From an optimization exercise on the open Yosys and OpenROAD flow, aimed at small area and a short achievable clock period; shortcuts taken in it are not production practice. RTL that was checked went through simulation tests only; none was proved equivalent to the original. Only the layout flow was run in runs 2 to 5; the RTL was not checked for function there. Power and IR drop assume default switching activity.

--- flow/config.mk ---
export PLATFORM = sky130hd
export DESIGN_NAME = quantizer
export DESIGN_NICKNAME = quantizer
export VERILOG_FILES = /design/flow/design.v
export SDC_FILE = /design/flow/constraint.sdc
export NUM_CORES = 4
export LEC_CHECK = 0
export CAP_MARGIN = 20
export CORE_MARGIN = 2
export CORE_UTILIZATION = 40
export SLEW_MARGIN = 20
--- flow/constraint.sdc ---
create_clock -name core_clock -period 5.0 [get_ports {clk}]
set_input_delay 1.0000 -clock core_clock [delete_from_list [all_inputs] [get_ports {clk}]]
set_output_delay 1.0000 -clock core_clock [all_outputs]
set_load 0.01 [all_outputs]
--- flow/design.v ---
`timescale 1ns / 1ps
module quant_pre(
    input         clk,
    input         rst,
    input  [31:0] i_max,
    input  [31:0] i_activation,
    output [31:0] o_unit,
    output [31:0] o_activation
);
    reg [31:0] r_unit;
    reg [31:0] r_activation;
    always@(posedge clk or posedge rst) begin
        if (rst) begin
		    r_unit       <= 32'd0;
			r_activation <= 32'd0;
        end else begin
            if (i_activation[30:23] > i_max[30:23]) begin 
                r_unit <= 32'h80000000; 
                r_activation <= 32'hff000000; 
            end else if (i_activation[30:23] < (i_max[30:23] - 8'd8)) begin 
                r_unit <= 32'h00000008;
                r_activation <= 32'd0;
            end else begin
                r_unit <= {2'd1, i_max[22:0], 7'd0};
                case (i_max[30:23] - i_activation[30:23])
                    8'd8:    r_activation <= {9'd1, i_activation[22:0]};
                    8'd7:    r_activation <= {8'd1, i_activation[22:0], 1'd0};
                    8'd6:    r_activation <= {7'd1, i_activation[22:0], 2'd0};
                    8'd5:    r_activation <= {6'd1, i_activation[22:0], 3'd0};
                    8'd4:    r_activation <= {5'd1, i_activation[22:0], 4'd0};
                    8'd3:    r_activation <= {4'd1, i_activation[22:0], 5'd0};
                    8'd2:    r_activation <= {3'd1, i_activation[22:0], 6'd0};
                    8'd1:    r_activation <= {2'd1, i_activation[22:0], 7'd0};
                    default: r_activation <= {1'd1, i_activation[22:0], 8'd0};
                endcase
            end
        end
    end
    assign o_unit = r_unit;
    assign o_activation = r_activation;
endmodule
`timescale 1ns / 1ps
module quant_divider(
	input         clk,
	input         rst,
    input  [7:0]  i_index,
	input  [31:0] i_unit,
	input  [31:0] i_activation,
	output [7:0]  o_index,
	output [31:0] o_left,
	output [31:0] o_unit
);
    reg [7:0]  r_index;
    reg [31:0] r_left;
    reg [31:0] r_unit;
    always@(posedge clk or posedge rst) begin
        if (rst) begin
            r_index <=  1'd0;
            r_left  <= 32'd0;
            r_unit  <= 32'd0;
        end else begin
            r_unit  <= {1'd0, i_unit[31:1]};  
            if ((i_activation == 32'd0) | (i_activation < i_unit)) begin 
                r_index <= {i_index[6:0], 1'd0};
                r_left  <= i_activation;
            end else begin
                r_index <= {i_index[6:0], 1'd1};
                r_left  <= i_activation - i_unit;
            end
        end
    end
assign o_index = r_index;
assign o_left  = r_left;
assign o_unit  = r_unit;
endmodule
`timescale 1ns / 1ps
module quantizer(
    input         clk,
    input         rst,
    input  [31:0] i_max,
    input  [31:0] i_activation,
    output [7:0]  o_index
);
    wire [7:0]  w_index[7:0];
    wire [31:0] w_left [7:0];
    wire [31:0] w_unit [7:0];
    quant_pre u_quant_pre(
        .clk(clk),
        .rst(rst),
        .i_max(i_max),
        .i_activation(i_activation),
        .o_unit(w_unit[0]),
        .o_activation(w_left[0])
    );
    quant_divider u_quant_divider_1 (
        .clk(clk), .rst(rst),
        .i_index(8'd0), .i_unit(w_unit[0]), .i_activation(w_left[0]), 
	    .o_index(w_index[0]), .o_left(w_left[1]), .o_unit(w_unit[1])
    );
    quant_divider u_quant_divider_2 (
        .clk(clk), .rst(rst),
        .i_index(w_index[0]), .i_unit(w_unit[1]), .i_activation(w_left[1]), 
	    .o_index(w_index[1]), .o_left(w_left[2]), .o_unit(w_unit[2])
    );
    quant_divider u_quant_divider_3 (
        .clk(clk), .rst(rst),
        .i_index(w_index[1]), .i_unit(w_unit[2]), .i_activation(w_left[2]), 
	    .o_index(w_index[2]), .o_left(w_left[3]), .o_unit(w_unit[3])
    );
    quant_divider u_quant_divider_4 (
        .clk(clk), .rst(rst),
        .i_index(w_index[2]), .i_unit(w_unit[3]), .i_activation(w_left[3]), 
	    .o_index(w_index[3]), .o_left(w_left[4]), .o_unit(w_unit[4])
    );
    quant_divider u_quant_divider_5 (
        .clk(clk), .rst(rst),
        .i_index(w_index[3]), .i_unit(w_unit[4]), .i_activation(w_left[4]), 
	    .o_index(w_index[4]), .o_left(w_left[5]), .o_unit(w_unit[5])
    );
    quant_divider u_quant_divider_6 (
        .clk(clk), .rst(rst),
        .i_index(w_index[4]), .i_unit(w_unit[5]), .i_activation(w_left[5]), 
	    .o_index(w_index[5]), .o_left(w_left[6]), .o_unit(w_unit[6])
    );
    quant_divider u_quant_divider_7 (
        .clk(clk), .rst(rst),
        .i_index(w_index[5]), .i_unit(w_unit[6]), .i_activation(w_left[6]), 
	    .o_index(w_index[6]), .o_left(w_left[7]), .o_unit(w_unit[7])
    );
    quant_divider u_quant_divider_8 (
        .clk(clk), .rst(rst),
        .i_index(w_index[6]), .i_unit(w_unit[7]), .i_activation(w_left[7]), 
	    .o_index(w_index[7]), .o_left(), .o_unit()
    );
    assign o_index = w_index[7];
endmodule
--- flow/run.sh ---
#!/bin/bash
# synth_recipe.tcl (not shown) runs the flow's synth.tcl, then flattens the netlist and writes it again
# the make line also repeats each setting of config.mk as NAME=value (left out here)
make -C /OpenROAD-flow-scripts/flow DESIGN_CONFIG=/design/flow/config.mk WORK_HOME=/design/flow/orfs CLKGATE_MAP_FILE= SYNTH_SCRIPT=/design/flow/synth_recipe.tcl finish
==> impl_metrics.tcl, run 1 <==
set metrics [dict create \
    avgSynthCellArea_um2 9.72 \
    netSwitchingFraction_pct 40.1 \
    r2r_end "u_quant_divider_2.r_left[5]" \
    p_int_uw 11800 \
    crit_buf_inv 2 \
    power_frac_seq_pct 32.0 \
    synth_top_area_share_pct 45.5 \
    cp-startpoint "u_quant_divider_1.r_left[2]" \
    grt_pass1_wl_um 111000 \
    syn-cell-area_um2 27300 \
    cts_made_buffers 54 \
    multi_input_area_um2 13500 \
    synth_top_flop_cell "dfrtp_1" \
    grt-ovfl-total 0 \
    stdcell_count 3812 \
    grt_max_degree 124 \
    setup_tns_ns 0 \
    root_buffer "clkbuf_16" \
    synth_edf_count 0 \
    power_uw 19600 \
    synthDistinctLibCells 83 \
    die-area_um2 70200 \
    clk_pin_slew_ns 0.06 \
    min_period_ns 4.34 \
    dr_total_vias 20546 \
    ios 74 \
    fillers 6178 \
    place_inst 3718 \
    slowest_delay_ns 0.53 \
    grt_pass1_vias 21735 \
    start_util_pct 40.5 \
    grt_use_total_pct 19.5 \
    antenna_found_initial 0 \
    synth-warning-count 3 \
    cp_slowest_cell "nor3b_1" \
    hp-class "reg -> reg" \
    cts_resized 0 \
    max_cap_viol_count 0 \
    r2r_start "u_quant_divider_1.r_left[2]" \
    num_antenna_cells 0 \
    grt.busiest_layer "met2" \
    cp_max_fo 33 \
    cts.path.max_buffers 3 \
    use_met2_pct 37.5 \
    clkPwrFrac_pct 19.7 \
    outcome "timing/DRC/antenna clean" \
    synth-seq-cells 496 \
    report.final.slew_viol_count 0 \
    wirelength_um 67700 \
    rrSetupSlack_ns 0.66 \
    finish.instance_area_um2 30900 \
    seq_area_um2 12400 \
    die-width_um 265 \
    routed_via_density 5.39 \
    placed_area_um2 29200 \
    drt_iter0_drc 956 \
    synth-seq-area-share_pct 45.5 \
    p_per_area_nw_per_um2 634 \
    hold_violations 0 \
    place_congestion 0.967 \
    core_um2 67300 \
    drc 0 \
    synthCells 2803 \
    yosysTopAreaCell "dfrtp_1" \
    max-slew-margin-rel_pct 30.6 \
    worst_ep_arrival_time_ns 4.82 \
    clock_sinks 496 \
    rsz0062_at_grt "no" \
    worstSetupStartpointType "flop" \
    yosysMostFrequentCell "dfrtp_1" \
    final_nets 3196 \
    leakage_uw 0.0135 \
    use_met1_pct 21.2 \
    worstSetupPathDepth 14 \
    syn-num-nets 3098 \
    r2r_cells 14 \
    insertion_delay_ns 0.60 \
    htreeDepth 2 \
    cts_tree "yes" \
    drt_pass1_iterations 6 \
    finalCritPeriodShare_pct 86.9 \
    finalSetupViolations 0 \
    p_comb_share_pct 48.3 \
    detailed_place_hpwl_um 52600 \
    ir_drop_mv 0.305 \
    rows 95 \
    fmax_mhz 230 \
    worstSetupEndpoint "u_quant_divider_2.r_left[5]" \
    drive_gt1_share_pct 6.57 \
    die_y_um 265 \
    area_delta_synth_final_pct 13.5 \
    path_delay_family "compound AO/OA/AOI/OAI gates" \
    path_class "reg -> reg" \
    post-route-util_pct 46.0 \
    tightest_slew_ns 1.03 \
    required_ns 5.47 \
    worstSetupEndpointType "flop" \
    p_sw_uw 7850 \
    worstPathCellList "inv_1, ha_1, ha_1, nor3b_1, o21ai_0, a21oi_1, o21ai_0, a221o_1, a211oi_1, o21a_1, a21oi_2, buf_4, nor4bb_1, xor2_1" \
    final.setup_skew_ns 0.0154 \
    grtUsageMet3_pct 2.53 \
    portBuffers 71 \
    cts_setup_buffers 0 \
    cts_hold_buffers 0 \
    ys_top_cells_by_area "dfrtp_1 (46%), ha_1 (10%), o21ai_0 (4.1%)" \
    synthTopCellsByCount "dfrtp_1 (496), inv_1 (287), nand2_1 (242), ha_1 (225), o21ai_0 (223)" \
    wire_per_inst_um 17.8 \
    ant_nets 0 \
    synthArstFlopShare_pct 100 \
]
## area by class of cell
type,count,share of cell area (%)
Clock buffer,78,5.05
Clock inverter,16,0.570
Inverter,288,3.51
Multi-Input combinational cell,1953,43.7
Sequential cell,496,40.1
Tap cell,873,3.53
Timing Repair Buffer,108,3.56
## worst min-delay path by stage
stage                                 start                      endpoint  slack, ns  cells past startpoint
2_1_floorplan  u_quant_divider_1.r_index[0]  u_quant_divider_2.r_index[1]       0.33                      0
5_1_grt        u_quant_divider_6.r_index[3]  u_quant_divider_7.r_index[4]       0.35                      0
6_report       u_quant_divider_6.r_index[3]  u_quant_divider_7.r_index[4]       0.34                      0
4_1_cts        u_quant_divider_6.r_index[3]  u_quant_divider_7.r_index[4]       0.33                      0
3_3_place_gp   u_quant_divider_6.r_index[4]  u_quant_divider_7.r_index[5]       0.33                      0
3_5_place_dp   u_quant_divider_4.r_index[0]  u_quant_divider_5.r_index[1]       0.33                      0
## placed cells by master (no fill, tap or decap), drive strengths merged, types with 40 or more instances in the layout
| master | synthesis | routed |
|---|---|---|
| dfrtp | 496 | 496 |
| inv | 288 | 289 |
| nand2 | 242 | 242 |
| o21ai | 239 | 239 |
| ha | 225 | 225 |
| a21oi | 193 | 193 |
| nor2 | 114 | 114 |
| xor2 | 91 | 91 |
| xnor2 | 86 | 86 |
| a21o | 81 | 81 |
| clkbuf | 51 | 78 |
| clkdlybuf4s50 | 0 | 71 |
| nor4 | 67 | 67 |
| nand3 | 66 | 66 |
| nor3 | 50 | 50 |
| mux2 | 40 | 40 |
## worst register-to-register path, cell delays in order (launching register included)
cell,delay (ns)
dfrtp_1,0.42
inv_1,0.07
ha_1,0.20
ha_1,0.18
nor3b_1,0.53
o21ai_0,0.28
a21oi_1,0.31
o21ai_0,0.35
a221o_1,0.50
a211oi_1,0.45
o21a_1,0.24
a21oi_2,0.07
buf_4,0.25
nor4bb_1,0.22
xor2_1,0.15
## kinds of logic after synthesis
group / synth area share, %
buffers and inverters: 5.03
AO/OA/AOI/OAI: 17.8
flip-flops: 45.5
XOR/XNOR: 5.69
multiplexers: 2.20
adder cells (fa/ha/maj): 10.6
AND/OR/NAND/NOR: 13.2
## routing by layer
metal	wire, µm	vias to the layer above
li1	-	10101
met1	26400	9832
met2	36100	446
met3	2080	167
met4	3080	0
met5	0	-
## metrics by stage
step,setup WS [ns],hold slack (ns)
finish,0.656,0.344
global route,0.456,0.351
CTS,0.688,0.334
detailed placement,0.210,0.335
global placement,0.251,0.332
floorplan,-2.73,0.331
## sequential cells by signal, summed over array words and instances, names as in the netlist, 32 cells and up
register	count
u_quant_divider_7.r_left	32
u_quant_divider_6.r_left	32
u_quant_divider_1.r_left	32
u_quant_divider_3.r_left	32
u_quant_divider_2.r_left	32
u_quant_divider_4.r_left	32
u_quant_divider_5.r_left	32
u_quant_pre.r_activation	32
## power by group through the flow
stage               clock network [µW]  logic [µW]  registers (µW)
detailed placement                   0        9390            6360
CTS                               4010        9430            6300
finish                            3870        9460            6280
global route                      4210       10700            6420
floorplan                            0        7410            5910
global placement                     0        9140            6340
==> inputs of run 2 (changes only) <==
==> flow/design.v (replaced) <==
`timescale 1ns / 1ps
module quant_pre(
    input             clk,
    input             rst,
    input      [31:0] i_max,
    input      [31:0] i_activation,
    output reg [24:0] o_a,      
    output reg [22:0] o_mm,     
    output reg [2:0]  o_sh,     
    output reg        o_big,    
    output reg        o_eq      
);
    wire [7:0] em = i_max[30:23];
    wire [7:0] ea = i_activation[30:23];
    wire [7:0] d  = em - ea;
    wire big  = ea > em;
    wire zero = ea < (em - 8'd8);
    wire eq   = (ea == em);
    always @(posedge clk) begin
        begin
            o_mm  <= i_max[22:0];
            o_big <= big;
            o_eq  <= eq & ~zero;
            o_sh  <= eq ? 3'd0 : (d[2:0] - 3'd1);
            if (zero & ~big)
                o_a <= 25'd0;
            else if (eq)
                o_a <= {1'b1, i_activation[22:0], 1'b0};
            else
                o_a <= {2'b01, i_activation[22:0]};
        end
    end
endmodule
`timescale 1ns / 1ps
module quant_divider(
    input  [24:0] i_v,
    input  [22:0] i_mm,
    output        o_bit,
    output [23:0] o_rem
);
    wire [25:0] diff = {1'b0, i_v} - {2'b01, i_mm};
    assign o_bit = ~diff[25];
    assign o_rem = o_bit ? diff[23:0] : i_v[23:0];
endmodule
`timescale 1ns / 1ps
module quantizer(
    input         clk,
    input         rst,
    input  [31:0] i_max,
    input  [31:0] i_activation,
    output [7:0]  o_index
);
    wire [24:0] a0;
    wire [22:0] mm0;
    wire [2:0]  sh0;
    wire        big0, eq0;
    quant_pre u_quant_pre(
        .clk(clk), .rst(rst), .i_max(i_max), .i_activation(i_activation),
        .o_a(a0), .o_mm(mm0), .o_sh(sh0), .o_big(big0), .o_eq(eq0)
    );
    wire        c1;
    wire [23:0] rem1;
    quant_divider u_step1(.i_v(a0), .i_mm(mm0), .o_bit(c1), .o_rem(rem1));
    wire sat1 = big0 | (eq0 & (a0[23:1] >= mm0));
    wire [23:0] rem [1:8];
    wire [22:0] mm  [1:8];
    wire [2:0]  sh  [1:8];
    wire        sat [1:8];
    wire [7:0]  q   [1:8];    
    assign rem[1] = rem1;
    assign mm[1]  = mm0;
    assign sh[1]  = sh0;
    assign sat[1] = sat1;
    assign q[1]   = {7'd0, c1};
    genvar k;
    generate
        for (k = 2; k <= 8; k = k + 1) begin : g_stage
            reg [23:0] r_rem;
            reg [22:0] r_mm;
            reg [2:0]  r_sh;
            reg        r_sat;
            reg [6:0]  r_q;
            always @(posedge clk) begin
                begin
                    r_rem <= rem[k-1];
                    r_mm  <= mm[k-1];
                    r_sh  <= sh[k-1];
                    r_sat <= sat[k-1];
                    r_q   <= q[k-1][6:0];
                end
            end
            wire        c;
            wire [23:0] nrem;
            quant_divider u_step(.i_v({r_rem, 1'b0}), .i_mm(r_mm), .o_bit(c), .o_rem(nrem));
            assign rem[k] = nrem;
            assign mm[k]  = r_mm;
            assign sh[k]  = r_sh;
            assign sat[k] = r_sat;
            assign q[k]   = {r_q, c};
        end
    endgenerate
    wire [7:0] idx = sat[8] ? 8'hff : (q[8] >> sh[8]);
    reg [7:0] r_valid;
    reg [7:0] r_index;
    always @(posedge clk or posedge rst) begin
        if (rst) begin
            r_valid <= 8'd0;
            r_index <= 8'd0;
        end else begin
            r_valid <= {r_valid[6:0], 1'b1};
            r_index <= idx & {8{r_valid[7]}};
        end
    end
    assign o_index = r_index;
endmodule
--- a/flow/config.mk
+++ b/flow/config.mk
@@ -8,4 +8,5 @@
 export CAP_MARGIN = 20
 export CORE_MARGIN = 2
-export CORE_UTILIZATION = 40
+export CORE_UTILIZATION = 60
+export SETUP_SLACK_MARGIN = 2.0
 export SLEW_MARGIN = 20
==> impl_metrics.tcl, run 2 <==
set metrics [dict create \
    report.final.slew_viol_count 0 \
    required_ns 5.45 \
    grt_pass1_vias 14987 \
    fmax_mhz 337 \
    clock_sinks 454 \
    stdcell_count 2846 \
    routed_via_density 5.39 \
    synth_top_area_share_pct 41.9 \
    core_um2 34500 \
    place_inst 2712 \
    finalCritPeriodShare_pct 59.4 \
    grt-ovfl-total 0 \
    leakage_uw 0.0114 \
    final_nets 2647 \
    top_register "g_stage.r_rem" \
    wirelength_um 42200 \
    fillers 2530 \
    outcome "timing/DRC/antenna clean" \
    reg.largest.list "g_stage.r_rem (168), g_stage.r_mm (161), g_stage.r_q (28)" \
    rows 68 \
    min_period_ns 2.97 \
    worst_ep_arrival_time_ns 3.41 \
    synthDistinctLibCells 83 \
    detailed_place_hpwl_um 28800 \
    die_y_um 191 \
    insertion_delay_ns 0.56 \
    cp_max_fo 19 \
    worstSetupEndpointType "flop" \
    hold_violations 0 \
    path_class "reg -> reg" \
    final_common_cell "dfxtp_1" \
    syn-num-nets 2512 \
    cts.path.max_buffers 3 \
    setup_tns_ns 0 \
    synth-seq-area-share_pct 43.8 \
    die-width_um 191 \
    final.setup_skew_ns 0.0146 \
    yosysTopAreaCell "dfxtp_1" \
    ant_nets 0 \
    synthArstFlopShare_pct 3.52 \
    drt_iter0_drc 745 \
    syn-cell-area_um2 21000 \
    place_congestion 0.910 \
    grt_max_degree 41 \
    area_delta_synth_final_pct 18.7 \
    worstSetupStartpointType "flop" \
    synthTopCellsByCount "dfxtp_1 (438), inv_1 (235), a21oi_1 (225), ha_1 (215), nor2_1 (191)" \
    drc 0 \
    root_buffer "clkbuf_16" \
    htreeDepth 2 \
    final_cell_mix "dfxtp_1 (427), inv_1 (234), a21oi_1 (213)" \
    start_util_pct 60.8 \
    ios 74 \
    yosysMostFrequentCell "dfxtp_1" \
    ir_drop_mv 0.350 \
    die-area_um2 36400 \
    synth_top_flop_cell "dfxtp_1" \
    portBuffers 71 \
    clk_pin_slew_ns 0.06 \
    ys_top_cells_by_area "dfxtp_1 (42%), ha_1 (13%), a21oi_1 (5.4%)" \
    num_antenna_cells 0 \
    max_cap_viol_count 0 \
    max-slew-margin-rel_pct 20.5 \
    tightest_slew_ns 1.18 \
    synth-seq-cells 454 \
    synth_edf_count 0 \
    antenna_found_initial 0 \
    grt_use_total_pct 22.4 \
    drive_gt1_share_pct 11.0 \
    dr_total_vias 15337 \
    finalSetupViolations 0 \
    wire_per_inst_um 14.8 \
    grt_pass1_wl_um 67300 \
    hp-class "reg -> reg" \
    synth-warning-count 2 \
    drt_pass1_iterations 5 \
    largest_register_ff_count 168 \
    avgSynthCellArea_um2 9.42 \
    synthCells 2223 \
    rsz0062_at_grt "yes" \
    cts_tree "yes" \
    cts_made_buffers 46 \
    p_per_area_nw_per_um2 644 \
]
-- run 2: cell types whose count changed in the layout (fill, tap and decap cells not counted), sizes merged, moves of 26 or more --
cell and delta:
a21oi +39, inv -50, o21ai -125, xor2 -43, dfxtp +438, dfrtp -480, and2 -26, nand2 -132
nor2 +78, nor3 -28, nand3 -43, nor4 -63
-- run 2: cell families after synthesis --
kind of cell    count (synthesis)  synth area share, %
flops                         454                 43.8
xor+xnor                      125                 5.23
compound gates                596                 18.1
mux                            64                 3.40
other cells                     1               0.0179
buf+inv                       280                 5.24
fa+ha+maj                     223                 13.6
simple gates                  480                 10.7
-- run 2: through the flow --
stage               instance area, µm²  worst slack [ns]  util (%)  total power [µW]  hold WS (ns)
detailed placement               22100              1.21      64.1             11500         0.312
floorplan                        21000              2.00         -             10300         0.310
global route                     24900              1.95      72.2             17100         0.326
finish                           24900              2.03      72.2             16000         0.324
CTS                              24100              1.98      70.0             15300         0.325
global placement                 22100              1.24      64.1             11300         0.310
-- run 2: where the power goes --
| part | switching (µW) | total (µW) | internal (µW) |
|---|---|---|---|
| sequential | 546 | 5160 | 4610 |
| combinational | 4020 | 7620 | 3600 |
| clock | 1300 | 3230 | 1930 |
| total | 5870 | 16000 | 10100 |
-- run 2: final timing paths --
check / start / to / slack (ns) / cells after the start
setup / recovery: g_stage[7].r_mm[1] / g_stage[8].r_rem[5] / 2.03 / 14
hold / removal: g_stage[7].r_q[1] / g_stage[8].r_q[2] / 0.32 / 0
setup reg to reg: g_stage[7].r_mm[1] / g_stage[8].r_rem[5] / 2.03 / 14
hold reg to reg: g_stage[7].r_q[1] / g_stage[8].r_q[2] / 0.32 / 0
max in group asynchronous: rst / r_index[7] / 3.82 / 2
min in group asynchronous: rst / r_valid[6] / 0.80 / 2
-- run 2: area by class of cell --
class / instances / area (µm²) / share of cell area, %
Timing Repair inverter: 1 / 6.26 / 0.0252
Tap cell: 455 / 569 / 2.29
Multi-Input combinational cell: 1494 / 11500 / 46.1
Timing Repair Buffer: 124 / 1300 / 5.22
Clock inverter: 9 / 73.8 / 0.297
Sequential cell: 454 / 9180 / 36.9
Inverter: 237 / 900 / 3.62
Clock buffer: 72 / 1370 / 5.51
-- run 2: critical path: stages, from the launching register on --
cell and delay, ns:
dfxtp_2 0.33, inv_1 0.04, ha_1 0.29, nor2b_4 0.14
o31ai_4 0.28, a21oi_2 0.12, o21ai_2 0.23, o21ai_4 0.09
a21oi_4 0.19, o31ai_4 0.10, o41a_1 0.50, buf_4 0.21
clkbuf_16 0.18, nor2_1 0.11, a21oi_1 0.05
-- run 2: what timing repair did --
| item | 4_1_cts | 5_1_grt |
|---|---|---|
| setup endpoints to repair | 192 | 145 |
| pin swaps | 32 | 47 |
| buffers inserted | 20 | 20 |
| hold buffers | 0 | 0 |
| gates cloned | 8 | 5 |
| gates resized for setup | 68 | 101 |
-- run 2: routing by layer --
layer  track usage, %  vias up  wire [µm]
li1                 -     7958          -
met2             41.6      306      21400
met1             25.4     6984      17900
met5                0        -          0
met3             3.29       89       1460
met4             9.75        0       1500
==> inputs of run 3 (changes only) <==
--- a/flow/config.mk
+++ b/flow/config.mk
@@ -8,5 +8,4 @@
 export CAP_MARGIN = 20
 export CORE_MARGIN = 2
-export CORE_UTILIZATION = 60
-export SETUP_SLACK_MARGIN = 2.0
+export CORE_UTILIZATION = 40
 export SLEW_MARGIN = 20
==> impl_metrics.tcl, run 3 <==
set metrics [dict create \
    cts_setup_buffers 0 \
    max_cap_viol_count 0 \
    max-slew-margin-rel_pct 35.9 \
    synth-seq-cells 454 \
    detailed_place_hpwl_um 30500 \
    cp_max_fo 37 \
    die_y_um 233 \
    final_nets 2597 \
    finalCritPeriodShare_pct 73.5 \
    cts_hold_buffers 0 \
    rows 83 \
    reg.largest.list "g_stage.r_rem (168), g_stage.r_mm (161), g_stage.r_q (28)" \
    clkPwrFrac_pct 23.4 \
    drt_pass1_iterations 5 \
    worstSetupStartpointType "flop" \
    grt_use_total_pct 14.6 \
    die-width_um 233 \
    path_class "reg -> reg" \
    cts_tree "yes" \
    clock_sinks 454 \
    ios 74 \
    min_period_ns 3.67 \
    grt_pass1_wl_um 66500 \
    synth_top_area_share_pct 41.9 \
    synth_edf_count 0 \
    insertion_delay_ns 0.57 \
    grt_pass1_vias 14805 \
    worstSetupEndpointType "flop" \
    tightest_slew_ns 0.960 \
    die-area_um2 54200 \
    portBuffers 71 \
    required_ns 5.45 \
    synthDistinctLibCells 83 \
    cts_made_buffers 47 \
    clk_pin_slew_ns 0.06 \
    finalSetupViolations 0 \
    ir_drop_mv 0.253 \
    synth-seq-area-share_pct 43.8 \
    power_uw 15100 \
    drt_iter0_drc 470 \
    top_register "g_stage.r_rem" \
    final.setup_skew_ns 0.0166 \
    wirelength_um 39100 \
    final_cell_mix "dfxtp_1 (438), inv_1 (235), a21oi_1 (224)" \
    ys_top_cells_by_area "dfxtp_1 (42%), ha_1 (13%), a21oi_1 (5.4%)" \
    r2r_start "g_stage[5].r_mm[14]" \
    syn-cell-area_um2 21000 \
    ant_nets 0 \
    drive_gt1_share_pct 5.42 \
    grt-ovfl-total 0 \
    start_util_pct 40.7 \
    cts.path.max_buffers 3 \
    synth_top_flop_cell "dfxtp_1" \
    root_buffer "clkbuf_16" \
    synthTopCellsByCount "dfxtp_1 (438), inv_1 (235), a21oi_1 (225), ha_1 (215), nor2_1 (191)" \
    grt_max_degree 40 \
    antenna_found_initial 0 \
    area_delta_synth_final_pct 14.5 \
    place_ws_ns 1.08 \
    core_um2 51500 \
    report.final.slew_viol_count 0 \
    place_congestion 0.932 \
    routed_via_density 4.94 \
    worst_ep_arrival_time_ns 4.12 \
    post-route-util_pct 46.6 \
    p_int_uw 9680 \
    fillers 4793 \
    avgSynthCellArea_um2 9.42 \
    fmax_mhz 272 \
    synthArstFlopShare_pct 3.52 \
    synth-warning-count 2 \
    largest_register_ff_count 168 \
    final_common_cell "dfxtp_1" \
    outcome "timing/DRC/antenna clean" \
    netSwitchingFraction_pct 35.7 \
    wire_per_inst_um 12.9 \
    cts_resized 0 \
    multi_input_area_um2 10700 \
    hp-class "reg -> reg" \
    power_frac_seq_pct 33.9 \
    dr_total_vias 14941 \
    synthCells 2223 \
    p_per_area_nw_per_um2 629 \
    rsz0062_at_grt "no" \
    leakage_uw 0.0111 \
    cp-startpoint "g_stage[5].r_mm[14]" \
    min_from "g_stage[6].r_q[2]" \
    syn-num-nets 2512 \
    stdcell_count 3023 \
    yosysTopAreaCell "dfxtp_1" \
    worst_slack_ns 1.33 \
    htreeDepth 2 \
    p_sw_uw 5390 \
    yosysMostFrequentCell "dfxtp_1" \
    num_antenna_cells 0 \
    drc 0 \
    place_inst 2939 \
    setup_tns_ns 0 \
    seq_area_um2 9170 \
    hold_violations 0 \
    p_comb_share_pct 42.7 \
]
## run 3: cell families (layout without fill, tap and decap cells)
kind of cell	after synthesis	count (layout)	synth area share, %
AO/OA/AOI/OAI	596	596	18.1
AND/OR/NAND/NOR	480	480	10.7
flip-flops	454	454	43.8
buffers and inverters	280	400	5.24
adder cells (fa/ha/maj)	223	223	13.6
XOR/XNOR	125	125	5.23
multiplexers	64	64	3.40
other	1	1	0.0179
## run 3: critical path, cell delays in order, from the launching register on
cell and delay [ns]:
dfxtp_1 0.34, inv_1 0.05, ha_1 0.36, a21o_1 0.21, a21o_1 0.19, a2111oi_0 0.46
o21ai_1 0.13, a21oi_1 0.38, o31ai_1 0.16, a21oi_1 0.24, o21ba_2 0.16, buf_4 0.33
inv_2 0.19, mux2_1 0.35
## run 3: per-layer routing
| layer | part of all wire, % | track usage (%) | vias to the layer above |
|---|---|---|---|
| li1 | - | - | 7827 |
| met1 | 45 | 16.8 | 6725 |
| met2 | 48 | 26.4 | 288 |
| met3 | 3.7 | 2.73 | 101 |
| met4 | 3.7 | 6.17 | 0 |
| met5 | 0 | 0 | - |
## run 3: power groups by stage
| stage | combinational, µW | sequential (µW) | clock, µW |
|---|---|---|---|
| finish | 6440 | 5110 | 3520 |
| global route | 7290 | 5230 | 3770 |
| CTS | 6430 | 5110 | 3620 |
| detailed placement | 6360 | 5190 | 0 |
| global placement | 6210 | 5170 | 0 |
| floorplan | 5290 | 5010 | 0 |
## run 3: layout make-up
class / instances / area share, %
sequential: 454 / 38.2
clock buffer: 60 / 5.44
clock inverter: 24 / 1.19
inverter: 237 / 3.71
tap: 680 / 3.55
timing repair buffer: 79 / 3.21
multi-input combinational: 1489 / 44.7
## run 3: path summary, 6_finish.rpt
| check | depth (start not counted) | endpoint | slack [ns] |
|---|---|---|---|
| setup / recovery | 13 | g_stage[6].r_rem[21] | 1.33 |
| hold / removal | 0 | g_stage[7].r_q[3] | 0.32 |
| setup reg to reg | 13 | g_stage[6].r_rem[21] | 1.33 |
| hold reg to reg | 0 | g_stage[7].r_q[3] | 0.32 |
| max in group asynchronous | 2 | r_index[1] | 3.84 |
| min in group asynchronous | 2 | r_valid[7] | 0.78 |
## run 3: per-stage QoR
step / area (µm²) / hold WS (ns)
after floorplan: 21000 / 0.310
after global placement: 22400 / 0.311
after detailed placement: 22400 / 0.312
after CTS: 24000 / 0.315
after global routing: 24000 / 0.320
final: 24000 / 0.319
==> inputs of run 4 (changes only) <==
--- a/flow/config.mk
+++ b/flow/config.mk
@@ -8,4 +8,5 @@
 export CAP_MARGIN = 20
 export CORE_MARGIN = 2
-export CORE_UTILIZATION = 40
+export CORE_UTILIZATION = 60
+export SETUP_SLACK_MARGIN = 3.2
 export SLEW_MARGIN = 20
==> impl_metrics.tcl, run 4 <==
set metrics [dict create \
    die-width_um 191 \
    yosysTopAreaCell "dfxtp_1" \
    place_congestion 0.915 \
    ant_nets 0 \
    path_class "reg -> reg" \
    placed_area_um2 23100 \
    synth-seq-area-share_pct 43.8 \
    top_register "g_stage.r_rem" \
    cts_tree "yes" \
    cp_max_fo 4 \
    whs_ns 0.322 \
    rrSetupSlack_ns 2.04 \
    worstSetupEndpointType "flop" \
    finalCritPeriodShare_pct 59.3 \
    synth-seq-cells 454 \
    max-slew-margin-rel_pct 23.4 \
    grt_pass1_wl_um 86300 \
    worstSetupStartpointType "flop" \
    fmax_mhz 337 \
    ir_drop_mv 0.579 \
    grt-ovfl-total 0 \
    largest_register_ff_count 168 \
    grt_max_degree 17 \
    avgSynthCellArea_um2 9.42 \
    cts_made_buffers 46 \
    htreeDepth 2 \
    drt_pass1_iterations 8 \
    final_nets 2848 \
    synth-warning-count 2 \
    die_y_um 191 \
    rows 68 \
    num_antenna_cells 0 \
    grt_use_total_pct 29.8 \
    synth_edf_count 0 \
    leakage_uw 0.0133 \
    rsz0062_at_grt "yes" \
    ios 74 \
    outcome "timing/DRC/antenna clean" \
    root_buffer "clkbuf_16" \
    worst_ep_arrival_time_ns 3.42 \
    final_common_cell "dfxtp_1" \
    max_cap_viol_count 0 \
    detailed_place_hpwl_um 29300 \
    routed_via_density 5.77 \
    cts.path.max_buffers 3 \
    synthCells 2223 \
    synthArstFlopShare_pct 3.52 \
    hold_violations 0 \
    drive_gt1_share_pct 37.3 \
    wire_per_inst_um 20.0 \
    drt_iter0_drc 1194 \
    required_ns 5.46 \
    clock_sinks 454 \
    start_util_pct 60.8 \
    final.setup_skew_ns 0.0165 \
    final_cell_mix "dfxtp_1 (354), inv_1 (192), ha_1 (135), buf_4 (135), a21oi_1 (128)" \
    synth_top_area_share_pct 41.9 \
    finish.instance_area_um2 30000 \
    synth_top_flop_cell "dfxtp_1" \
    seq_area_um2 9290 \
    tightest_slew_ns 1.14 \
    hp-class "reg -> reg" \
    portBuffers 71 \
    yosysMostFrequentCell "dfxtp_1" \
    die-area_um2 36400 \
    insertion_delay_ns 0.58 \
    core_um2 34500 \
    synthTopCellsByCount "dfxtp_1 (438), inv_1 (235), a21oi_1 (225), ha_1 (215), nor2_1 (191)" \
    synthDistinctLibCells 83 \
    report.final.slew_viol_count 0 \
    setup_tns_ns 0 \
    syn-cell-area_um2 21000 \
    p_per_area_nw_per_um2 714 \
    min_period_ns 2.96 \
    cts_hold_buffers 0 \
    multi_input_area_um2 13900 \
    dr_total_vias 17576 \
    area_delta_synth_final_pct 43.3 \
    ys_top_cells_by_area "dfxtp_1 (42%), ha_1 (13%), a21oi_1 (5.4%)" \
    drc 0 \
    finalSetupViolations 0 \
    syn-num-nets 2512 \
    post-route-util_pct 87.1 \
    antenna_found_initial 0 \
    grt_pass1_vias 17637 \
    clk_pin_slew_ns 0.06 \
    reg.largest.list "g_stage.r_rem (168), g_stage.r_mm (161), g_stage.r_q (28)" \
    fillers 1570 \
    power_uw 21400 \
    wirelength_um 60900 \
]
==> run 4: layer usage <==
metal | track usage (%) | part of all wire, % | vias to the layer above | routed length [µm]
li1 | - | - | 8383 | -
met4 | 21.9 | 7.2 | 0 | 4390
met3 | 3.90 | 3.7 | 245 | 2260
met5 | 0 | 0 | - | 0
met1 | 29.4 | 37 | 8348 | 22200
met2 | 56.5 | 53 | 600 | 32000
==> run 4: cells by family (layout without fill, tap and decap cells) <==
logic type / count (synthesis) / in the layout / synth area share (%)
and+or+nand+nor: 480 / 480 / 10.7
DFF: 454 / 454 / 43.8
xor gates and xnor gates: 125 / 125 / 5.23
muxes: 64 / 64 / 3.40
AOI/OAI and AO/OA: 596 / 601 / 18.1
adders and majority gates: 223 / 223 / 13.6
other: 1 / 1 / 0.0179
buffers and inverters: 280 / 645 / 5.24
==> run 4: worst paths after layout <==
kind                                     startpoint                    to  cells after the start
min in group asynchronous                       rst            r_index[2]                      2
worst min register to register    g_stage[4].r_q[0]     g_stage[5].r_q[1]                      0
worst max register to register  g_stage[5].r_rem[1]  g_stage[6].r_rem[22]                     11
worst min-delay path              g_stage[4].r_q[0]     g_stage[5].r_q[1]                      0
worst max-delay path            g_stage[5].r_rem[1]  g_stage[6].r_rem[22]                     11
max in group asynchronous                       rst            r_valid[2]                      2
==> run 4: power by group <==
| part | internal (µW) | leakage (µW) | total (µW) | switching (µW) |
|---|---|---|---|---|
| Clock | 2270 | 0.000796 | 3670 | 1400 |
| Sequential | 4640 | 0.00389 | 5420 | 775 |
| Combinational | 6380 | 0.00861 | 12400 | 5980 |
| Total | 13300 | 0.0133 | 21400 | 8160 |
==> run 4: per-stage QoR <==
stage               std cells  worst slack, ns
finish                   3048             2.04
global route             3048             1.94
CTS                      2983             2.10
detailed placement       2713             1.31
global placement         2713             1.34
floorplan                2223             2.13
==> run 4: layout make-up <==
class | instances | area share, %
Tap cell | 455 | 1.90
Clock inverter | 17 | 0.992
Inverter | 237 | 3.14
Timing Repair Buffer | 322 | 12.2
Clock buffer | 65 | 4.44
Timing Repair inverter | 4 | 0.167
Multi-Input combinational cell | 1494 | 46.3
Sequential cell | 454 | 30.9
==> run 4: timing repair <==
item | in CTS | in global routing
buffers inserted | 147 | 64
hold endpoints to repair | 0 | 0
setup endpoints to repair | 215 | 215
cloned | 41 | 1
pin swaps | 146 | 96
resized for setup | 539 | 216
==> run 4: critical path: stages (launching register included) <==
cell	delay [ns]
dfxtp_2	0.39
ha_4	0.24
nor2b_4	0.13
o31a_1	0.28
o41a_1	0.37
a221o_1	0.38
a41oi_2	0.25
a21oi_4	0.12
a211o_1	0.32
nand2_2	0.09
mux2i_1	0.21
o31ai_2	0.07
==> inputs of run 5 (changes only) <==
--- a/flow/config.mk
+++ b/flow/config.mk
@@ -9,4 +9,4 @@
 export CORE_MARGIN = 2
 export CORE_UTILIZATION = 60
-export SETUP_SLACK_MARGIN = 3.2
+export SETUP_SLACK_MARGIN = 2.6
 export SLEW_MARGIN = 20
==> impl_metrics.tcl, run 5 <==
set metrics [dict create \
    slowest_delay_ns 0.38 \
    seq_area_um2 9290 \
    cts_tree "yes" \
    grt_max_degree 20 \
    place_ws_ns 1.28 \
    outcome "timing/DRC/antenna clean" \
    drt_pass1_iterations 6 \
    top_register "g_stage.r_rem" \
    min_period_ns 2.97 \
    largest_register_ff_count 168 \
    die-width_um 191 \
    synthDistinctLibCells 83 \
    synthTopCellsByCount "dfxtp_1 (438), inv_1 (235), a21oi_1 (225), ha_1 (215), nor2_1 (191)" \
    synthCells 2223 \
    die-area_um2 36400 \
    max-slew-margin-rel_pct 26.4 \
    finalCritPeriodShare_pct 59.3 \
    final_common_cell "dfxtp_1" \
    required_ns 5.44 \
    start_util_pct 60.8 \
    hold_violations 0 \
    rows 68 \
    finish.instance_area_um2 29300 \
    final.setup_skew_ns 0.0195 \
    final_cell_mix "dfxtp_1 (355), inv_1 (199), ha_1 (145)" \
    core_um2 34500 \
    fillers 1741 \
    synth_top_flop_cell "dfxtp_1" \
    rsz0062_at_grt "yes" \
    tightest_slew_ns 1.10 \
    crit_buf_inv 1 \
    worstSetupStartpointType "flop" \
    synthArstFlopShare_pct 3.52 \
    report.final.slew_viol_count 0 \
    root_buffer "clkbuf_16" \
    finalSetupViolations 0 \
    avgSynthCellArea_um2 9.42 \
    worst_ep_arrival_time_ns 3.41 \
    p_per_area_nw_per_um2 703 \
    portBuffers 71 \
    wire_per_inst_um 18.7 \
    setup_tns_ns 0 \
    power_uw 20600 \
    detailed_place_hpwl_um 29200 \
    worst_slack_ns 2.03 \
    clock_sinks 454 \
    cts.path.max_buffers 3 \
    clk_pin_slew_ns 0.06 \
    reg.largest.list "g_stage.r_rem (168), g_stage.r_mm (161), g_stage.r_q (28)" \
    wirelength_um 56300 \
    routed_via_density 5.71 \
    yosysMostFrequentCell "dfxtp_1" \
    synth-warning-count 2 \
    leakage_uw 0.0130 \
    ir_drop_mv 0.562 \
    synth-seq-cells 454 \
    synth-seq-area-share_pct 43.8 \
    num_antenna_cells 0 \
    grt_pass1_wl_um 81800 \
    syn-num-nets 2512 \
    cts_made_buffers 47 \
    insertion_delay_ns 0.57 \
    synth_edf_count 0 \
    place_congestion 0.909 \
    worstSetupEndpointType "flop" \
    ios 74 \
    hp-class "reg -> reg" \
    worstPathCellList "inv_1, fa_2, nor2b_4, o31a_1, o41a_1, a221o_1, a41oi_2, a21oi_2, a211o_1, nand2_2, mux2i_1, o31ai_2" \
    grt_pass1_vias 17087 \
    htreeDepth 2 \
    path_class "reg -> reg" \
    syn-cell-area_um2 21000 \
    dr_total_vias 17151 \
    ant_nets 0 \
    antenna_found_initial 0 \
    drc 0 \
    grt_use_total_pct 27.9 \
    final_nets 2798 \
    ys_top_cells_by_area "dfxtp_1 (42%), ha_1 (13%), a21oi_1 (5.4%)" \
    cp_slowest_cell "a221o_1" \
    drt_iter0_drc 950 \
    fmax_mhz 337 \
    placed_area_um2 22800 \
    area_delta_synth_final_pct 39.8 \
    max_cap_viol_count 0 \
    cp_max_fo 3 \
    drive_gt1_share_pct 34.3 \
    multi_input_area_um2 13700 \
    path_delay_family "compound AO/OA/AOI/OAI gates" \
    yosysTopAreaCell "dfxtp_1" \
    synth_top_area_share_pct 41.9 \
    grt-ovfl-total 0 \
    die_y_um 191 \
]
run 5: layout make-up:
| class | count | share of cell area [%] |
|---|---|---|
| multi-input cells | 1496 | 46.7 |
| flip-flops and latches | 454 | 31.7 |
| repair buffers | 270 | 10.2 |
| clock buffers | 65 | 4.77 |
| inverters | 237 | 3.20 |
| well taps | 455 | 1.94 |
| clock inverters | 22 | 1.32 |
| repair inverters | 3 | 0.115 |
run 5: final timing paths:
check                                         start                   end  slack [ns]  cells past startpoint
worst min register to register   g_stage[5].r_sh[1]    g_stage[6].r_sh[1]        0.32                      0
min in group asynchronous                       rst            r_valid[7]        0.79                      2
worst min-delay path             g_stage[5].r_sh[1]    g_stage[6].r_sh[1]        0.32                      0
worst max register to register  g_stage[5].r_rem[0]  g_stage[6].r_rem[22]        2.03                     12
max in group asynchronous                       rst            r_index[6]        3.83                      2
worst max-delay path            g_stage[5].r_rem[0]  g_stage[6].r_rem[22]        2.03                     12
run 5: report_power, final:
part           leakage [µW]  internal [µW]  switching, µW  total (µW)
clock              0.000866           2480           1440        3910
sequential          0.00389           4640            761        5400
combinational       0.00821           5720           5570       11300
run 5: kinds of logic after synthesis:
group / after synthesis / share of synthesized area (%)
adders and majority gates: 223 / 13.6
xor gates and xnor gates: 125 / 5.23
other: 1 / 0.0179
muxes: 64 / 3.40
DFF: 454 / 43.8
AOI/OAI and AO/OA: 596 / 18.1
buffers and inverters: 280 / 5.24
and+or+nand+nor: 480 / 10.7
run 5: metal layers:
layer | routed length, µm | track usage [%] | part of all wire (%) | up-vias
li1 | - | - | - | 8306
met1 | 20600 | 28.3 | 37 | 8057
met2 | 29500 | 53.8 | 52 | 549
met3 | 2210 | 3.63 | 3.9 | 239
met4 | 3950 | 17.2 | 7.0 | 0
met5 | 0 | 0 | 0 | -
run 5: repair_timing:
action | in CTS | in global routing
buffers inserted | 114 | 50
gates resized for setup | 436 | 240
setup endpoints to repair | 209 | 202
pin swaps | 142 | 104
gates cloned | 32 | 4
hold buffers | 0 | 0
run 5: per-stage QoR:
stage | hold slack [ns] | instances | util, %
after detailed placement | 0.312 | 2715 | 66.3
after global placement | 0.310 | 2715 | 66.3
after CTS | 0.325 | 2948 | 80.7
final | 0.323 | 3002 | 85.0
after floorplan | 0.310 | 2223 | -
after global routing | 0.327 | 3002 | 85.0
run 5: worst reg2reg max path, stage by stage (launching register included):
cell and delay, ns:
dfxtp_1 0.34, inv_1 0.08, fa_2 0.26, nor2b_4 0.06, o31a_1 0.27, o41a_1 0.37, a221o_1 0.38, a41oi_2 0.19
a21oi_2 0.13, a211o_1 0.37, nand2_2 0.09, mux2i_1 0.23, o31ai_2 0.07
==> inputs of run 6 (changes only) <==
--- a/flow/design.v
+++ b/flow/design.v
@@ -17,6 +17,12 @@
     wire zero = ea < (em - 8'd8);
     wire eq   = (ea == em);
-    always @(posedge clk) begin
-        begin
+    always @(posedge clk or posedge rst) begin
+        if (rst) begin
+            o_a   <= 25'd0;
+            o_mm  <= 23'd0;
+            o_sh  <= 3'd0;
+            o_big <= 1'b0;
+            o_eq  <= 1'b0;
+        end else begin
             o_mm  <= i_max[22:0];
             o_big <= big;
@@ -81,6 +87,12 @@
             reg        r_sat;
             reg [6:0]  r_q;
-            always @(posedge clk) begin
-                begin
+            always @(posedge clk or posedge rst) begin
+                if (rst) begin
+                    r_rem <= 24'd0;
+                    r_mm  <= 23'd0;
+                    r_sh  <= 3'd0;
+                    r_sat <= 1'b0;
+                    r_q   <= 7'd0;
+                end else begin
                     r_rem <= rem[k-1];
                     r_mm  <= mm[k-1];
@@ -101,14 +113,8 @@
     endgenerate
     wire [7:0] idx = sat[8] ? 8'hff : (q[8] >> sh[8]);
-    reg [7:0] r_valid;
     reg [7:0] r_index;
     always @(posedge clk or posedge rst) begin
-        if (rst) begin
-            r_valid <= 8'd0;
-            r_index <= 8'd0;
-        end else begin
-            r_valid <= {r_valid[6:0], 1'b1};
-            r_index <= idx & {8{r_valid[7]}};
-        end
+        if (rst) r_index <= 8'd0;
+        else     r_index <= idx;
     end
     assign o_index = r_index;
--- a/flow/config.mk
+++ b/flow/config.mk
@@ -8,5 +8,4 @@
 export CAP_MARGIN = 20
 export CORE_MARGIN = 2
-export CORE_UTILIZATION = 60
-export SETUP_SLACK_MARGIN = 2.6
+export CORE_UTILIZATION = 40
 export SLEW_MARGIN = 20
==> impl_metrics.tcl, run 6 <==
set metrics [dict create \
    worstPathCellList "inv_1, ha_1, nor2b_1, o31a_1, o311ai_1, and3_1, nand4bb_1, a21boi_0, o41a_1, buf_4, mux2_2" \
    yosysMostFrequentCell "dfrtp_1" \
    drt_iter0_drc 745 \
    r2r_end "g_stage[2].r_rem[5]" \
    synthDistinctLibCells 79 \
    finalCritPeriodShare_pct 76.3 \
    crit_buf_inv 2 \
    root_buffer "clkbuf_16" \
    finalSetupViolations 0 \
    grt_pass1_vias 16120 \
    slowest_delay_ns 0.86 \
    drive_gt1_share_pct 8.87 \
    area_delta_synth_final_pct 13.8 \
    final_nets 2609 \
    cts_made_buffers 47 \
    top_register "g_stage.r_rem" \
    worstSetupPathDepth 11 \
    wl_met1_um 18500 \
    cp_slowest_cell "o41a_1" \
    path_class "reg -> reg" \
    worst_ep_arrival_time_ns 4.28 \
    final.setup_skew_ns 0.0169 \
    finish.instance_area_um2 26400 \
    final_cell_mix "dfrtp_1 (446), inv_1 (232), ha_1 (214)" \
    cts.path.max_buffers 3 \
    netSwitchingFraction_pct 36.1 \
    synth_edf_count 0 \
    synth_top_flop_cell "dfrtp_1" \
    power_frac_seq_pct 32.9 \
    wire_per_inst_um 13.9 \
    leakage_uw 0.0125 \
    cts_resized 0 \
    rows 88 \
    die_y_um 245 \
    stdcell_count 3121 \
    place_congestion 0.848 \
    drc 0 \
    grt_max_degree 103 \
    die-area_um2 59900 \
    worstSetupEndpoint "g_stage[2].r_rem[5]" \
    synth-warning-count 2 \
    worstSetupEndpointType "flop" \
    met3_length_um 1360 \
    r2r_start "u_quant_pre.o_mm[1]" \
    ios 74 \
    reg.largest.list "g_stage.r_rem (168), g_stage.r_mm (161), g_stage.r_q (28)" \
    syn-cell-area_um2 23200 \
    worstSetupStartpointType "flop" \
    synthTopCellsByCount "dfrtp_1 (446), inv_1 (233), ha_1 (214), a21oi_1 (210), nor2_1 (182)" \
    placed_area_um2 24900 \
    die-width_um 245 \
    fmax_mhz 262 \
    wirelength_um 43400 \
    cts_tree "yes" \
    routed_via_density 5.03 \
    power_uw 15400 \
    ir_drop_mv 0.274 \
    core_um2 57500 \
    synthCells 2221 \
    grt_use_total_pct 14.9 \
    hp-class "reg -> reg" \
    grt_pass1_wl_um 74700 \
    p_sw_uw 5570 \
    wl_met2_um 22200 \
    synth-seq-cells 446 \
    path_delay_family "compound AO/OA/AOI/OAI gates" \
    start_util_pct 40.3 \
    fillers 5316 \
    clk_pin_slew_ns 0.06 \
    final_common_cell "dfrtp_1" \
    report.final.slew_viol_count 0 \
    avgSynthCellArea_um2 10.4 \
    cp_max_fo 22 \
    ant_nets 0 \
    rrSetupSlack_ns 1.19 \
    min_period_ns 3.81 \
    portBuffers 71 \
    cts_setup_buffers 0 \
    rsz0062_at_grt "no" \
    largest_register_ff_count 168 \
    hold_violations 0 \
    detailed_place_hpwl_um 33900 \
    cp-startpoint "u_quant_pre.o_mm[1]" \
    drt_pass1_iterations 5 \
    yosysTopAreaCell "dfrtp_1" \
    ys_top_cells_by_area "dfrtp_1 (48%), ha_1 (12%), a21oi_1 (4.5%)" \
    tightest_slew_ns 1.05 \
    max_cap_viol_count 0 \
    required_ns 5.46 \
    whs_ns 0.343 \
    antenna_found_initial 0 \
    place_inst 3037 \
    outcome "timing/DRC/antenna clean" \
    syn-num-nets 2509 \
    htreeDepth 2 \
    p_comb_share_pct 45.0 \
    top_layer "met4" \
    cts_hold_buffers 0 \
    r2r_cells 11 \
    dr_total_vias 15713 \
    grt-ovfl-total 0 \
    num_antenna_cells 0 \
    p_per_area_nw_per_um2 584 \
    synthArstFlopShare_pct 100 \
    synth-seq-area-share_pct 48.1 \
    clkPwrFrac_pct 22.1 \
    clock_sinks 446 \
    insertion_delay_ns 0.58 \
    max-slew-margin-rel_pct 30.0 \
    synth_top_area_share_pct 48.1 \
    p_int_uw 9840 \
]
run 6: cell count changes in the layout (fill, tap and decap cells not counted), sizes merged, moves of 9 or more:
cell,delta
a21oi,-19
dlygate4sd2,-13
nor2,-10
a22o,-23
mux2,+35
dfxtp,-438
clkdlybuf4s50,+19
dfrtp,+430
nand2,+9
buf,-182
run 6: kinds of logic (layout without fill, tap and decap cells):
logic type               after synthesis  in the layout  synth area share (%)
adder cells (fa/ha/maj)              222            222                  12.2
buffers and inverters                270            405                  4.49
multiplexers                         101            101                  5.02
AND/OR/NAND/NOR                      497            497                  10.1
flip-flops                           446            446                  48.1
XOR/XNOR                             127            127                  4.80
AO/OA/AOI/OAI                        558            558                  15.2
run 6: how the worst min path moves through the flow:
| stage | start | endpoint | depth (start not counted) |
|---|---|---|---|
| final | g_stage[2].r_sh[0] | g_stage[3].r_sh[0] | 0 |
| after global routing | g_stage[6].r_q[2] | g_stage[7].r_q[3] | 0 |
| after CTS | g_stage[6].r_q[2] | g_stage[7].r_q[3] | 0 |
| after detailed placement | g_stage[3].r_q[0] | g_stage[4].r_q[1] | 0 |
| after global placement | g_stage[4].r_sh[0] | g_stage[5].r_sh[0] | 0 |
| after floorplan | u_quant_pre.o_sh[0] | g_stage[2].r_sh[0] | 0 |
run 6: final cells by class:
cell class | count | area (µm²) | area share, %
well taps | 765 | 957 | 3.63
clock inverters | 17 | 214 | 0.811
repair buffers | 88 | 876 | 3.32
clock buffers | 67 | 1320 | 5.01
flip-flops and latches | 446 | 11200 | 42.3
inverters | 233 | 878 | 3.33
multi-input cells | 1505 | 11000 | 41.6
run 6: per-layer routing:
metal  up-vias  track usage (%)
met1      7497             17.1
met4         0             5.02
met3        89             2.36
met2       239             27.9
li1       7888                -
met5         -                0
run 6: worst reg2reg max path, cell delays in order, from the launching register on:
cell and delay, ns:
dfrtp_1 0.40, inv_1 0.10, ha_1 0.28, nor2b_1 0.20, o31a_1 0.23, o311ai_1 0.15
and3_1 0.21, nand4bb_1 0.30, a21boi_0 0.31, o41a_1 0.86, buf_4 0.33, mux2_2 0.34
run 6: power groups by stage:
stage                     combinational, µW  clock (µW)  sequential [µW]
after CTS                              6950        3520             5070
after floorplan                        5640           0             4970
final                                  6940        3410             5070
after detailed placement               6870           0             5130
after global placement                 6700           0             5110
after global routing                   7810        3670             5180
run 6: per-stage QoR:
stage,setup slack [ns],TNS [ns],util (%)
after floorplan,-2.03,-905.01,-
after global placement,1.22,0,43.2
after detailed placement,1.17,0,43.2
after CTS,1.23,0,45.9
after global routing,0.956,0,45.9
final,1.19,0,45.9

-- static timing again, ports no longer ideal --
No port has a modelled driver above. Below, the same layouts with a new extraction and two added sets of constraints. Step 1, drivers: a clkbuf_16 drives clk and a buf_2 each remaining input, both assumed. Step 2 times the ports against the registers' clock, not the clock port: input delays grow and output delays shrink by t, the midpoint of the rising clock arrivals with the driver on. Three values: ideal ports, drivers, drivers and shift; two values: the first two.
run | t, ns | setup slack, ns | worst setup path at the end
run 1 | 0.655 | 0.656 / 0.656 / 0.195 | input to register
run 2 | 0.613 | 2.032 / 2.032 / 1.484 | input to register
run 3 | 0.617 | 1.325 / 1.325 / 1.061 | input to register
run 4 | 0.625 | 2.036 / 2.036 / 1.786 | input to register
run 5 | 0.610 | 2.033 / 2.033 / 1.852 | input to register
run 6 | 0.631 | 1.187 / 1.187 / 1.187 | register to register
After both steps every run listed still meets setup and hold. The setup slack of run 2, which loses most, moves by 0.000 ns with the drivers and by -0.548 ns with both steps.
